This design comes from an exercise in tuning for small area on the open sky130 flow, not from production work.
No run shown here included a check of the RTL's function; only the layout flow was run.

==> flow/design.v (outline; a module is shown in full before it is edited, if it fits) <==
// module cordic_sin_cos: 780 lines
module cordic_sin_cos (
    input clk, input rst_n,
    input signed [31:0] angle, input pre_vaild,
    output signed [31:0] sin, output signed [31:0] cos, output post_vaild);
  // ...
==> flow/run.sh <==
#!/bin/bash
# synth_recipe.tcl (not shown) runs the flow's synth.tcl, then flattens the netlist and writes it again
# the make line also repeats each setting of config.mk as NAME=value (left out here)
make -C /OpenROAD-flow-scripts/flow DESIGN_CONFIG=/design/flow/config.mk WORK_HOME=/design/flow/orfs CLKGATE_MAP_FILE= SYNTH_SCRIPT=/design/flow/synth_recipe.tcl finish
==> flow/config.mk <==
export PLATFORM = sky130hd
export DESIGN_NAME = cordic_sin_cos
export DESIGN_NICKNAME = cordic_sin_cos
export VERILOG_FILES = /design/flow/design.v
export SDC_FILE = /design/flow/constraint.sdc
export NUM_CORES = 4
export LEC_CHECK = 0
export CAP_MARGIN = 20
export CORE_MARGIN = 2
export CORE_UTILIZATION = 40
export CTS_BUF_LIST = sky130_fd_sc_hd__clkbuf_4
export CTS_CLUSTER_DIAMETER = 40
export CTS_CLUSTER_SIZE = 12
export SLEW_MARGIN = 20
==> flow/constraint.sdc <==
create_clock -name core_clock -period 6.0 [get_ports {clk}]
set_input_delay 1.2000 -clock core_clock [delete_from_list [all_inputs] [get_ports {clk}]]
set_output_delay 1.2000 -clock core_clock [all_outputs]
set_load 0.01 [all_outputs]
==> results.py, run 1 <==
metrics = {
    "yosys": {
        "synth_fa_ha_area_share_pct": 13.9,
        "syn-num-nets": 3420,
        "synth_top_family_by_area": "XOR/XNOR gates",
        "ys.flop_type": "dfxtp_1",
        "ys_types": 94,
        "synth_xor_area_share_pct": 21.0,
        "yosys-top-cells-count": "461 x xnor2_1, 287 x dfxtp_1, 236 x a21oi_1, 219 x ha_1, 208 x nor2_1",
    },
    "grt": {
        "grt_pass1_vias": 20300,
        "gr-usage-met2_pct": 31.7,
        "overflow": 0,
        "grt-busiest-layer": "met2",
    },
    "final_layout": {
        "drive_gt1_share_pct": 10.2,
        "multi_input_gates": 2512,
        "post-route-util_pct": 45.4,
        "n_all_buffers": 198,
        "multi_input_area_share_pct": 64.9,
        "fin_area_um2": 29100,
        "fin_nets": 3554,
    },
    "setup_path": {
        "end_kind": "flop",
        "critPathRequiredTime_ps": 6710,
        "r2r_end": "h7_q2[10]",
    },
    "clock_tree": {
        "cts_buffers": 49,
        "cts_root_buffer": "clkbuf_4",
    },
    "routing": {
        "met2_length_um": 29300,
        "dr_total_vias": 21400,
    },
    "status": {
        "status": "finished clean",
    },
    "placement": {
        "pre_cts_slack_ps": 63.6,
        "place_congestion": 0.894,
        "dp_hpwl_um": 47100,
    },
    "sta": {
        "hold_ws_ps": 302,
        "setup_viol_count_final": 0,
    },
    "hold_path": {
        "holdPathEnd": "s_q5",
    },
    "die": {
        "pin_count": 100,
        "core-area_um2": 64100,
    },
}
==> inputs of run 2 (changes only) <==
--- a/flow/design.v
+++ b/flow/design.v
@@ -20,84 +20,99 @@
 assign cm2[1] = hs1 >= 21'sd27203;
 wire d2 = cm2[{d1}];
 wire [3:0] cm3;
 assign cm3[0] = hs1 >= -21'sd41576;
 assign cm3[1] = hs1 >= 21'sd12830;
 assign cm3[2] = hs1 >= -21'sd12830;
 assign cm3[3] = hs1 >= 21'sd41576;
 wire d3 = cm3[{d2,d1}];
-wire [2:0] ts4 = {d3,d2,d1};
-wire [13:0] t4 = (ts4 == 3'd0) ? 14'd16104 : (ts4 == 3'd1) ? 14'd10850 : (ts4 == 3'd2) ? 14'd3742 : (ts4 == 3'd3) ? 14'd14872 : (ts4 == 3'd4) ? 14'd1512 : (ts4 == 3'd5) ? 14'd12642 : (ts4 == 3'd6) ? 14'd5534 : 14'd280;
-wire [13:0] h4 = h1_q1[13:0] + t4;
-wire d4 = ~h4[13];
-wire signed [17:0] hs4 = {{4{h4[13]}}, h4};
-wire [1:0] cm5;
-assign cm5[0] = hs4 >= -18'sd3662;
-assign cm5[1] = hs4 >= 18'sd3662;
-wire d5 = cm5[{d4}];
-wire [3:0] cm6;
-assign cm6[0] = hs4 >= -18'sd5495;
-assign cm6[1] = hs4 >= 18'sd1829;
-assign cm6[2] = hs4 >= -18'sd1829;
-assign cm6[3] = hs4 >= 18'sd5495;
-wire d6 = cm6[{d5,d4}];
-wire [2:0] ts7 = {d6,d5,d4};
-wire [10:0] t7 = (ts7 == 3'd0) ? 11'd268 : (ts7 == 3'd1) ? 11'd1136 : (ts7 == 3'd2) ? 11'd698 : (ts7 == 3'd3) ? 11'd1566 : (ts7 == 3'd4) ? 11'd482 : (ts7 == 3'd5) ? 11'd1350 : (ts7 == 3'd6) ? 11'd912 : 11'd1780;
-wire [10:0] h7 = h4[10:0] + t7;
-wire d7 = ~h7_q2[10];
-wire signed [14:0] hs7 = {{4{h7_q2[10]}}, h7_q2};
-wire [1:0] cm8;
-assign cm8[0] = hs7 >= -15'sd458;
-assign cm8[1] = hs7 >= 15'sd458;
-wire d8 = cm8[{d7}];
-wire [3:0] cm9;
-assign cm9[0] = hs7 >= -15'sd687;
-assign cm9[1] = hs7 >= 15'sd229;
-assign cm9[2] = hs7 >= -15'sd229;
-assign cm9[3] = hs7 >= 15'sd687;
-wire d9 = cm9[{d8,d7}];
-wire [2:0] ts10 = {d9,d8,d7};
-wire [7:0] t10 = (ts10 == 3'd0) ? 8'd34 : (ts10 == 3'd1) ? 8'd142 : (ts10 == 3'd2) ? 8'd88 : (ts10 == 3'd3) ? 8'd196 : (ts10 == 3'd4) ? 8'd60 : (ts10 == 3'd5) ? 8'd168 : (ts10 == 3'd6) ? 8'd114 : 8'd222;
-wire [7:0] h10 = h7_q2[7:0] + t10;
-wire d10 = ~h10[7];
-wire signed [11:0] hs10 = {{4{h10[7]}}, h10};
-wire [1:0] cm11;
-assign cm11[0] = hs10 >= -12'sd57;
-assign cm11[1] = hs10 >= 12'sd57;
-wire d11 = cm11[{d10}];
-wire [3:0] cm12;
-assign cm12[0] = hs10 >= -12'sd86;
-assign cm12[1] = hs10 >= 12'sd28;
-assign cm12[2] = hs10 >= -12'sd28;
-assign cm12[3] = hs10 >= 12'sd86;
-wire d12 = cm12[{d11,d10}];
-wire [2:0] ts13 = {d12,d11,d10};
-wire [4:0] t13 = (ts13 == 3'd0) ? 5'd4 : (ts13 == 3'd1) ? 5'd18 : (ts13 == 3'd2) ? 5'd10 : (ts13 == 3'd3) ? 5'd24 : (ts13 == 3'd4) ? 5'd8 : (ts13 == 3'd5) ? 5'd22 : (ts13 == 3'd6) ? 5'd14 : 5'd28;
-wire [4:0] h13 = h10[4:0] + t13;
-wire d13 = ~h13_q3[4];
-wire signed [8:0] hs13 = {{4{h13_q3[4]}}, h13_q3};
+wire [7:0] cm4;
+assign cm4[0] = hs1 >= -21'sd48872;
+assign cm4[1] = hs1 >= 21'sd5534;
+assign cm4[2] = hs1 >= -21'sd20126;
+assign cm4[3] = hs1 >= 21'sd34280;
+assign cm4[4] = hs1 >= -21'sd34280;
+assign cm4[5] = hs1 >= 21'sd20126;
+assign cm4[6] = hs1 >= -21'sd5534;
+assign cm4[7] = hs1 >= 21'sd48872;
+wire d4 = cm4[{d3,d2,d1}];
+wire [3:0] ts5 = {d4,d3,d2,d1};
+wire [12:0] t5 = (ts5 == 4'd0) ? 13'd3382 : (ts5 == 4'd1) ? 13'd6320 : (ts5 == 4'd2) ? 13'd7404 : (ts5 == 4'd3) ? 13'd2150 : (ts5 == 4'd4) ? 13'd5174 : (ts5 == 4'd5) ? 13'd8112 : (ts5 == 4'd6) ? 13'd1004 : (ts5 == 4'd7) ? 13'd3942 : (ts5 == 4'd8) ? 13'd4250 : (ts5 == 4'd9) ? 13'd7188 : (ts5 == 4'd10) ? 13'd80 : (ts5 == 4'd11) ? 13'd3018 : (ts5 == 4'd12) ? 13'd6042 : (ts5 == 4'd13) ? 13'd788 : (ts5 == 4'd14) ? 13'd1872 : 13'd4810;
+wire [12:0] h5 = h1_q1[12:0] + t5;
+wire d5 = ~h5_q2[12];
+wire signed [16:0] hs5 = {{4{h5_q2[12]}}, h5_q2};
+wire [1:0] cm6;
+assign cm6[0] = hs5 >= -17'sd1833;
+assign cm6[1] = hs5 >= 17'sd1833;
+wire d6 = cm6[{d5}];
+wire [3:0] cm7;
+assign cm7[0] = hs5 >= -17'sd2750;
+assign cm7[1] = hs5 >= 17'sd916;
+assign cm7[2] = hs5 >= -17'sd916;
+assign cm7[3] = hs5 >= 17'sd2750;
+wire d7 = cm7[{d6,d5}];
+wire [7:0] cm8;
+assign cm8[0] = hs5 >= -17'sd3208;
+assign cm8[1] = hs5 >= 17'sd458;
+assign cm8[2] = hs5 >= -17'sd1374;
+assign cm8[3] = hs5 >= 17'sd2292;
+assign cm8[4] = hs5 >= -17'sd2292;
+assign cm8[5] = hs5 >= 17'sd1374;
+assign cm8[6] = hs5 >= -17'sd458;
+assign cm8[7] = hs5 >= 17'sd3208;
+wire d8 = cm8[{d7,d6,d5}];
+wire [3:0] ts9 = {d8,d7,d6,d5};
+wire [8:0] t9 = (ts9 == 4'd0) ? 9'd365 : (ts9 == 4'd1) ? 9'd283 : (ts9 == 4'd2) ? 9'd67 : (ts9 == 4'd3) ? 9'd497 : (ts9 == 4'd4) ? 9'd473 : (ts9 == 4'd5) ? 9'd391 : (ts9 == 4'd6) ? 9'd175 : (ts9 == 4'd7) ? 9'd93 : (ts9 == 4'd8) ? 9'd419 : (ts9 == 4'd9) ? 9'd337 : (ts9 == 4'd10) ? 9'd121 : (ts9 == 4'd11) ? 9'd39 : (ts9 == 4'd12) ? 9'd15 : (ts9 == 4'd13) ? 9'd445 : (ts9 == 4'd14) ? 9'd229 : 9'd147;
+wire [8:0] h9 = h5_q2[8:0] + t9;
+wire d9 = ~h9_q3[8];
+wire signed [12:0] hs9 = {{4{h9_q3[8]}}, h9_q3};
+wire [1:0] cm10;
+assign cm10[0] = hs9 >= -13'sd115;
+assign cm10[1] = hs9 >= 13'sd115;
+wire d10 = cm10[{d9}];
+wire [3:0] cm11;
+assign cm11[0] = hs9 >= -13'sd172;
+assign cm11[1] = hs9 >= 13'sd58;
+assign cm11[2] = hs9 >= -13'sd58;
+assign cm11[3] = hs9 >= 13'sd172;
+wire d11 = cm11[{d10,d9}];
+wire [7:0] cm12;
+assign cm12[0] = hs9 >= -13'sd201;
+assign cm12[1] = hs9 >= 13'sd29;
+assign cm12[2] = hs9 >= -13'sd87;
+assign cm12[3] = hs9 >= 13'sd143;
+assign cm12[4] = hs9 >= -13'sd143;
+assign cm12[5] = hs9 >= 13'sd87;
+assign cm12[6] = hs9 >= -13'sd29;
+assign cm12[7] = hs9 >= 13'sd201;
+wire d12 = cm12[{d11,d10,d9}];
+wire [3:0] ts13 = {d12,d11,d10,d9};
+wire [4:0] t13 = (ts13 == 4'd0) ? 5'd23 : (ts13 == 4'd1) ? 5'd17 : (ts13 == 4'd2) ? 5'd5 : (ts13 == 4'd3) ? 5'd31 : (ts13 == 4'd4) ? 5'd29 : (ts13 == 4'd5) ? 5'd23 : (ts13 == 4'd6) ? 5'd11 : (ts13 == 4'd7) ? 5'd5 : (ts13 == 4'd8) ? 5'd27 : (ts13 == 4'd9) ? 5'd21 : (ts13 == 4'd10) ? 5'd9 : (ts13 == 4'd11) ? 5'd3 : (ts13 == 4'd12) ? 5'd1 : (ts13 == 4'd13) ? 5'd27 : (ts13 == 4'd14) ? 5'd15 : 5'd9;
+wire [4:0] h13 = h9_q3[4:0] + t13;
+wire d13 = ~h13[4];
+wire signed [8:0] hs13 = {{4{h13[4]}}, h13};
 wire [1:0] cm14;
 assign cm14[0] = hs13 >= -9'sd7;
 assign cm14[1] = hs13 >= 9'sd7;
 wire d14 = cm14[{d13}];
 wire [3:0] cm15;
 assign cm15[0] = hs13 >= -9'sd11;
 assign cm15[1] = hs13 >= 9'sd3;
 assign cm15[2] = hs13 >= -9'sd3;
 assign cm15[3] = hs13 >= 9'sd11;
 wire d15 = cm15[{d14,d13}];
 wire [4:0] rs5 = {d4_q2,d3_q2,d2_q2,d1_q2,d0_q2};
 wire [16:0] x5 = (rs5 == 5'd0) ? 17'd123881 : (rs5 == 5'd1) ? 17'd65094 : (rs5 == 5'd2) ? 17'd47762 : (rs5 == 5'd3) ? 17'd44809 : (rs5 == 5'd4) ? 17'd24290 : (rs5 == 5'd5) ? 17'd60820 : (rs5 == 5'd6) ? 17'd63230 : (rs5 == 5'd7) ? 17'd17060 : (rs5 == 5'd8) ? 17'd9055 : (rs5 == 5'd9) ? 17'd64863 : (rs5 == 5'd10) ? 17'd57323 : (rs5 == 5'd11) ? 17'd31673 : (rs5 == 5'd12) ? 17'd38514 : (rs5 == 5'd13) ? 17'd52971 : (rs5 == 5'd14) ? 17'd65485 : (rs5 == 5'd15) ? 17'd972 : (rs5 == 5'd16) ? 17'd971 : (rs5 == 5'd17) ? 17'd65484 : (rs5 == 5'd18) ? 17'd52970 : (rs5 == 5'd19) ? 17'd38513 : (rs5 == 5'd20) ? 17'd31674 : (rs5 == 5'd21) ? 17'd57324 : (rs5 == 5'd22) ? 17'd64864 : (rs5 == 5'd23) ? 17'd9056 : (rs5 == 5'd24) ? 17'd17061 : (rs5 == 5'd25) ? 17'd63231 : (rs5 == 5'd26) ? 17'd60821 : (rs5 == 5'd27) ? 17'd24289 : (rs5 == 5'd28) ? 17'd44810 : (rs5 == 5'd29) ? 17'd47765 : (rs5 == 5'd30) ? 17'd65097 : 17'd123884;
 wire [16:0] yt5 = (rs5 == 5'd0) ? 17'd65978 : (rs5 == 5'd1) ? 17'd123884 : (rs5 == 5'd2) ? 17'd86265 : (rs5 == 5'd3) ? 17'd47765 : (rs5 == 5'd4) ? 17'd70252 : (rs5 == 5'd5) ? 17'd24289 : (rs5 == 5'd6) ? 17'd114012 : (rs5 == 5'd7) ? 17'd63231 : (rs5 == 5'd8) ? 17'd66209 : (rs5 == 5'd9) ? 17'd9056 : (rs5 == 5'd10) ? 17'd99398 : (rs5 == 5'd11) ? 17'd57324 : (rs5 == 5'd12) ? 17'd78101 : (rs5 == 5'd13) ? 17'd38513 : (rs5 == 5'd14) ? 17'd130100 : (rs5 == 5'd15) ? 17'd65484 : (rs5 == 5'd16) ? 17'd65588 : (rs5 == 5'd17) ? 17'd972 : (rs5 == 5'd18) ? 17'd92559 : (rs5 == 5'd19) ? 17'd52971 : (rs5 == 5'd20) ? 17'd73748 : (rs5 == 5'd21) ? 17'd31673 : (rs5 == 5'd22) ? 17'd122016 : (rs5 == 5'd23) ? 17'd64863 : (rs5 == 5'd24) ? 17'd67841 : (rs5 == 5'd25) ? 17'd17060 : (rs5 == 5'd26) ? 17'd106782 : (rs5 == 5'd27) ? 17'd60820 : (rs5 == 5'd28) ? 17'd83307 : (rs5 == 5'd29) ? 17'd44809 : (rs5 == 5'd30) ? 17'd7188 : 17'd65094;
-wire [16:0] y5 = yt5 ^ {17{~d5_q2}};
+wire [16:0] y5 = yt5 ^ {17{~d5}};
 wire [17:0] x6_c;
 wire [16:0] x6;
-assign x6_c[0] = d5_q2;
-wire [12:0] x6_l = {1'b0, x5[11], x5[10], x5[9], x5[8], x5[7], x5[6], x5[5], x5[4], x5[3], x5[2], x5[1], x5[0]} + {1'b0, ~y5[16], ~y5[15], ~y5[14], ~y5[13], ~y5[12], ~y5[11], ~y5[10], ~y5[9], ~y5[8], ~y5[7], ~y5[6], ~y5[5]} + d5_q2;
+assign x6_c[0] = d5;
+wire [12:0] x6_l = {1'b0, x5[11], x5[10], x5[9], x5[8], x5[7], x5[6], x5[5], x5[4], x5[3], x5[2], x5[1], x5[0]} + {1'b0, ~y5[16], ~y5[15], ~y5[14], ~y5[13], ~y5[12], ~y5[11], ~y5[10], ~y5[9], ~y5[8], ~y5[7], ~y5[6], ~y5[5]} + d5;
 assign x6[11:0] = x6_l[11:0];
 assign x6_c[12] = x6_l[12];
 wire x6_t = ~y5[16];
 assign x6[12] = x5[12] ^ x6_t ^ x6_c[12];
 wire x6_lc13 = x6_t ? (x5[12] | x6_c[12]) : (x5[12] & x6_c[12]);
 assign x6[13] = x5[13] ^ x6_t ^ x6_lc13;
 wire x6_lc14 = x6_t ? (x5[13] | x6_lc13) : (x5[13] & x6_lc13);
 assign x6[14] = x5[14] ^ x6_t ^ x6_lc14;
@@ -118,17 +133,17 @@
 assign yh6[13] = y5[13] ^ yh6_t ^ yh6_lc13;
 wire yh6_lc14 = yh6_t ? (y5[13] | yh6_lc13) : (y5[13] & yh6_lc13);
 assign yh6[14] = y5[14] ^ yh6_t ^ yh6_lc14;
 wire yh6_lc15 = yh6_t ? (y5[14] | yh6_lc14) : (y5[14] & yh6_lc14);
 assign yh6[15] = y5[15] ^ yh6_t ^ yh6_lc15;
 assign yh6_c[16] = yh6_t ? ((y5[12] | y5[13] | y5[14] | y5[15]) | yh6_c[12]) : ((y5[12] & y5[13] & y5[14] & y5[15]) & yh6_c[12]);
 assign yh6[16] = y5[16] ^ yh6_t ^ yh6_c[16];
 assign yh6_c[17] = yh6_t ? ((y5[16]) | yh6_c[16]) : ((y5[16]) & yh6_c[16]);
-wire f5 = d5_q2 ^ d6_q2;
+wire f5 = d5 ^ d6;
 wire [16:0] y6 = yh6 ^ {17{f5}};
 wire [17:0] x7_c;
 wire [16:0] x7;
 assign x7_c[0] = d6_q3;
 wire [11:0] x7_l = {1'b0, x6_q3[10], x6_q3[9], x6_q3[8], x6_q3[7], x6_q3[6], x6_q3[5], x6_q3[4], x6_q3[3], x6_q3[2], x6_q3[1], x6_q3[0]} + {1'b0, ~y6_q3[16], ~y6_q3[15], ~y6_q3[14], ~y6_q3[13], ~y6_q3[12], ~y6_q3[11], ~y6_q3[10], ~y6_q3[9], ~y6_q3[8], ~y6_q3[7], ~y6_q3[6]} + d6_q3;
 assign x7[10:0] = x7_l[10:0];
 assign x7_c[11] = x7_l[11];
 wire x7_t = ~y6_q3[16];
@@ -638,87 +653,73 @@
 assign yh15[15] = y14_q7[15] ^ yh15_t ^ yh15_lc15;
 assign yh15_c[16] = yh15_t ? ((y14_q7[12] | y14_q7[13] | y14_q7[14] | y14_q7[15]) | yh15_c[12]) : ((y14_q7[12] & y14_q7[13] & y14_q7[14] & y14_q7[15]) & yh15_c[12]);
 assign yh15[16] = y14_q7[16] ^ yh15_t ^ yh15_c[16];
 wire yh15_lc17 = yh15_t ? (y14_q7[16] | yh15_c[16]) : (y14_q7[16] & yh15_c[16]);
 assign yh15[17] = y14_q7[17] ^ yh15_t ^ yh15_lc17;
 assign yh15_c[18] = yh15_t ? ((y14_q7[16] | y14_q7[17]) | yh15_c[16]) : ((y14_q7[16] & y14_q7[17]) & yh15_c[16]);
 wire f14 = ~d14_q7;
 wire [17:0] y15 = yh15 ^ {18{f14}};
-wire [17:0] x15n = x15 ^ {18{s_q7}};
 wire signed [3:0] v15 = {y15_q8[17], y15_q8[17:15]};
 wire signed [3:0] e15 = d15_q8 ? v15 : -v15;
 wire signed [3:0] g15 = s_q8 ? (4'sd1 + e15) : -e15;
-wire [17:0] c16 = x15n_q8 + {{14{g15[3]}}, g15};
-wire [2:0] xt15 = x15n_q8[17:15] ^ {3{s_q8}};
-wire signed [3:0] u15 = {xt15[2], xt15};
+wire [17:0] c16 = (x15_q8 ^ {18{s_q8}}) + {{14{g15[3]}}, g15};
+wire signed [3:0] u15 = {x15_q8[17], x15_q8[17:15]};
 wire signed [3:0] w15 = d15_q8 ? u15 : -u15;
 wire [17:0] y16 = y15_q8 + {{14{w15[3]}}, w15};
 reg [16:0] h1_q1;
 always @(posedge clk) h1_q1 <= h1;
-reg [10:0] h7_q2;
-always @(posedge clk) h7_q2 <= h7;
-reg [4:0] h13_q3;
-always @(posedge clk) h13_q3 <= h13;
+reg [12:0] h5_q2;
+always @(posedge clk) h5_q2 <= h5;
+reg [8:0] h9_q3;
+always @(posedge clk) h9_q3 <= h9;
 reg d4_q2;
 always @(posedge clk) d4_q2 <= d4;
 reg d3_q2;
 always @(posedge clk) d3_q2 <= d3;
 reg d2_q2;
 always @(posedge clk) d2_q2 <= d2;
 reg d1_q2;
 always @(posedge clk) d1_q2 <= d1;
 reg d0_q1;
 always @(posedge clk) d0_q1 <= d0;
 reg d0_q2;
 always @(posedge clk) d0_q2 <= d0_q1;
-reg d5_q2;
-always @(posedge clk) d5_q2 <= d5;
-reg d6_q2;
-always @(posedge clk) d6_q2 <= d6;
 reg [16:0] x6_q3;
 always @(posedge clk) x6_q3 <= x6;
 reg [16:0] y6_q3;
 always @(posedge clk) y6_q3 <= y6;
 reg d6_q3;
-always @(posedge clk) d6_q3 <= d6_q2;
+always @(posedge clk) d6_q3 <= d6;
 reg d7_q3;
 always @(posedge clk) d7_q3 <= d7;
 reg d8_q3;
 always @(posedge clk) d8_q3 <= d8;
 reg [16:0] x8_q4;
 always @(posedge clk) x8_q4 <= x8;
 reg [16:0] y8_q4;
 always @(posedge clk) y8_q4 <= y8;
 reg d8_q4;
 always @(posedge clk) d8_q4 <= d8_q3;
-reg d9_q3;
-always @(posedge clk) d9_q3 <= d9;
 reg d9_q4;
-always @(posedge clk) d9_q4 <= d9_q3;
-reg d10_q3;
-always @(posedge clk) d10_q3 <= d10;
+always @(posedge clk) d9_q4 <= d9;
 reg d10_q4;
-always @(posedge clk) d10_q4 <= d10_q3;
+always @(posedge clk) d10_q4 <= d10;
 reg [16:0] x10_q5;
 always @(posedge clk) x10_q5 <= x10;
 reg [16:0] y10_q5;
 always @(posedge clk) y10_q5 <= y10;
 reg d10_q5;
 always @(posedge clk) d10_q5 <= d10_q4;
-reg d11_q3;
-always @(posedge clk) d11_q3 <= d11;
 reg d11_q4;
-always @(posedge clk) d11_q4 <= d11_q3;
+always @(posedge clk) d11_q4 <= d11;
 reg d11_q5;
 always @(posedge clk) d11_q5 <= d11_q4;
-reg d12_q3;
-always @(posedge clk) d12_q3 <= d12;
 reg d12_q4;
-always @(posedge clk) d12_q4 <= d12_q3;
+always @(posedge clk) d12_q4 <= d12;
 reg d12_q5;
 always @(posedge clk) d12_q5 <= d12_q4;
 reg [17:0] x12_q6;
 always @(posedge clk) x12_q6 <= x12;
 reg [17:0] y12_q6;
 always @(posedge clk) y12_q6 <= y12;
 reg d12_q6;
 always @(posedge clk) d12_q6 <= d12_q5;
@@ -759,22 +760,22 @@
 reg s_q5;
 always @(posedge clk) s_q5 <= s_q4;
 reg s_q6;
 always @(posedge clk) s_q6 <= s_q5;
 reg s_q7;
 always @(posedge clk) s_q7 <= s_q6;
 reg s_q8;
 always @(posedge clk) s_q8 <= s_q7;
+reg [17:0] x15_q8;
+always @(posedge clk) x15_q8 <= x15;
 reg [17:0] y15_q8;
 always @(posedge clk) y15_q8 <= y15;
 reg d15_q8;
 always @(posedge clk) d15_q8 <= d15_q7;
-reg [17:0] x15n_q8;
-always @(posedge clk) x15n_q8 <= x15n;
 reg [7:0] vr;
 always @(posedge clk or negedge rst_n)
   if (!rst_n) vr <= 8'd0;
   else vr <= {vr[6:0], pre_vaild};
 assign post_vaild = vr[7];
 assign sin = {{14{y16[17]}}, y16};
 assign cos = {{14{c16[17]}}, c16};
 endmodule
==> flow/config.mk (replaced) <==
export PLATFORM = sky130hd
export DESIGN_NAME = cordic_sin_cos
export DESIGN_NICKNAME = cordic_sin_cos
export VERILOG_FILES = /design/flow/design.v
export SDC_FILE = /design/flow/constraint.sdc
export NUM_CORES = 4
export LEC_CHECK = 0
export CAP_MARGIN = 20
export CORE_MARGIN = 2
export CORE_UTILIZATION = 40
export SLEW_MARGIN = 20
==> results.py, run 2 <==
metrics = {
    "status": {
        "status": "finished clean",
    },
    "yosys": {
        "synth_area_leaders": "dfxtp_1 22%, xnor2_1 15%, ha_1 10%",
        "synth-edff-count": 0,
        "ys.flop_type": "dfxtp_1",
        "synth-seq-cells": 295,
        "yosysTopAreaCell": "dfxtp_1",
        "synth_top_area_share_pct": 22.3,
        "yosysMostFrequentCell": "xnor2_1",
        "synthesis.area_um2": 25800,
        "synthCells": 3150,
        "yosysWarningCount": 1,
        "async_flop_share_pct": 2.71,
        "synth_area_per_cell_um2": 8.19,
        "yosys-top-cells-count": "440 x xnor2_1, 287 x dfxtp_1, 238 x nor2_1, 233 x a21oi_1, 209 x ha_1",
        "ys_types": 95,
        "synth-seq-area-share_pct": 23.0,
        "syn-num-nets": 3434,
    },
    "final_layout": {
        "antenna_cells": 0,
        "area_growth_pct": 12.5,
        "fin_nets": 3492,
        "fin_area_um2": 29000,
        "layout_commonest_cell": "xnor2_1",
        "layout_common_cells": "438 x xnor2_1, 283 x dfxtp_1, 238 x nor2_1, 231 x a21oi_1, 207 x ha_1",
        "drive_gt1_share_pct": 7.42,
        "post-route-util_pct": 45.3,
    },
    "die": {
        "die_y_um": 258,
        "die_area_um2": 66500,
        "core-area_um2": 64100,
        "pin_count": 100,
        "fp.dieW_um": 258,
        "std_cell_rows": 93,
        "initial_core_util_pct": 40.2,
    },
    "routing": {
        "dr_total_vias": 21200,
        "wire_per_inst_um": 14.1,
        "drc": 0,
        "drt_wl_total_um": 57500,
        "post_drt_via_cell_ratio": 5.19,
        "drt_first_pass_iters": 5,
        "ant_nets": 0,
        "drt_iter0_drc": 1168,
    },
    "placement": {
        "place_congestion": 0.882,
        "place_area_um2": 27600,
        "port_buffers": 92,
        "dp_hpwl_um": 45400,
    },
    "setup_path": {
        "crit_fanout": 4,
        "start_kind": "flop",
        "critPathRequiredTime_ps": 4800,
        "end_kind": "output port",
        "worst_ep_arrival_time_ps": 4630,
        "worst-setup-path-type": "flop to output port",
    },
    "clock_tree": {
        "cts_buffer_depth": 3,
        "cts_tree": "built",
        "ctsHoldBuffers": 0,
        "path_clk_slew_ps": 60,
        "cts.htree.levels": 2,
        "clk-insertion-delay-late_ps": 550,
        "clock-sinks": 295,
        "cts_buffers": 36,
        "cts_root_buffer": "clkbuf_16",
    },
    "sta": {
        "fin_crit_sh_pct": 97.2,
        "report.final.slew_viol_count": 0,
        "fin_crit_ps": 5830,
        "worst_slew_pin_slew_ps": 867,
        "hold_viol_final": 0,
        "worst_clock_skew_ps": 18.7,
        "max_freq_mhz": 172,
        "relSlewSlack_pct": 41.8,
        "setup_viol_count_final": 0,
    },
    "grt": {
        "grt_max_degree": 37,
        "grt_antenna_before_repair": 0,
        "grt_pass1_vias": 19800,
        "grt_use_total_pct": 16.9,
        "grt_pass1_wl_um": 95400,
        "overflow": 0,
    },
    "flow_run": {
        "cap_violations": 0,
    },
    "hold_path": {
        "min_path_type": "flop to flop",
    },
}
[run 2: changes by cell type in the layout (fill, tap and decap cells not counted), sizes merged, moves of 10 or more]
cell,delta
buf,-47
nor2,+30
nand2,-25
o21ai,+24
inv,-21
xnor2,-21
clkdlybuf4s50,+17
xor2,+15
mux2i,-11
ha,-10
nor3,-10
[run 2: final cells by class]
type / count / area [um2]
well taps: 855 / 1070
clock buffers: 46 / 1020
clock inverters: 20 / 255
inverters: 193 / 724
repair buffers: 167 / 1430
flip-flops and latches: 295 / 5950
multi-input cells: 2515 / 18600
fillers: 6414 / 35100
[run 2: metal layers]
metal | global-route usage (%) | vias to the layer above | share of wire [%]
li1 | - | 11100 | -
met1 | 20.2 | 9698 | 44
met2 | 30.9 | 346 | 50
met3 | 2.04 | 91 | 3.1
met4 | 6.15 | 0 | 2.9
met5 | 0 | - | 0
[run 2: final timing paths]
check                      startpoint         end  slack [ps]  cells after the start
max                        y15_q8[15]     cos[24]         170                     22
min                            d12_q4      d12_q5         320                      0
max reg2reg                x12_q6[12]  x14_q7[17]         520                     23
min reg2reg                    d12_q4      d12_q5         320                      0
max in group asynchronous       rst_n       vr[7]        4800                      1
min in group asynchronous       rst_n       vr[0]         930                      1
[run 2: cells by family (layout without fill, tap and decap cells)]
logic type / count (synthesis) / count (layout) / share of synthesized area, %
and+or+nand+nor: 815 / 815 / 15.8
AOI/OAI and AO/OA: 788 / 788 / 19.5
xor gates and xnor gates: 612 / 612 / 21.0
buffers and inverters: 340 / 426 / 5.38
DFF: 295 / 295 / 23.0
adders and majority gates: 249 / 249 / 13.2
muxes: 51 / 51 / 2.02
[run 2: what timing repair did]
item                                    CTS  global route
pin swaps                                 0            15
endpoints found under the setup margin   33            38
setup buffers                             5            11
gates cloned                              1             1
resized for setup                        24            57
[run 2: metrics by stage]
step	setup TNS [ps]	setup WS [ps]	hold slack [ps]	std cells
final	0	170	323	4091
after global routing	-232	-44.0	322	4091
after CTS	0	5.86	325	4079
after detailed placement	0	251	312	4007
after global placement	0	254	310	4007
after floorplan	0	335	310	3150
[run 2: worst max-delay path, cell delays in order, from the launching register on]
cell      delay, ps
dfxtp_2         330
inv_2            50
ha_4            220
mux2i_1         180
inv_1            70
ha_2            180
mux2_4          300
a22oi_2         130
xnor2_1         160
ha_1            300
a21oi_2         190
nand2b_4        150
a21boi_2         60
nor4_1          250
nor3_1          100
nand3_1         160
a31oi_4         110
a211o_1         350
o31ai_2         250
xnor2_1         170
buf_2           160
buf_4           120
clkbuf_2        120

[re-timing with driven ports]
How much do the figures lean on ideal ports? The routed layouts below were timed once more, with nothing changed but the port constraints. Step 1: set_driving_cell puts a clkbuf_16 on clk and a buf_2 on each other input, an assumption about the parent block. Step 2 moves the port delays by t, midway between the first and last clock arrival at a register: inputs arrive t later, outputs are due t later. That takes back most of the time a late clock gives input paths. a / b / c = ideal ports / drivers / drivers and shift; a / b = the first two.
run | t, ns | slack for setup (ns) | hold WS [ns] | worst setup path after step 2
run 1 | 0.843 | 0.247 / 0.224 / 0.247 | 0.302 / 0.302 / 0.302 | register to register
run 2 | 0.605 | 0.170 / 0.108 / 0.517 | 0.323 / 0.323 / 0.323 | register to register
After both steps setup and hold are still met in every run listed.
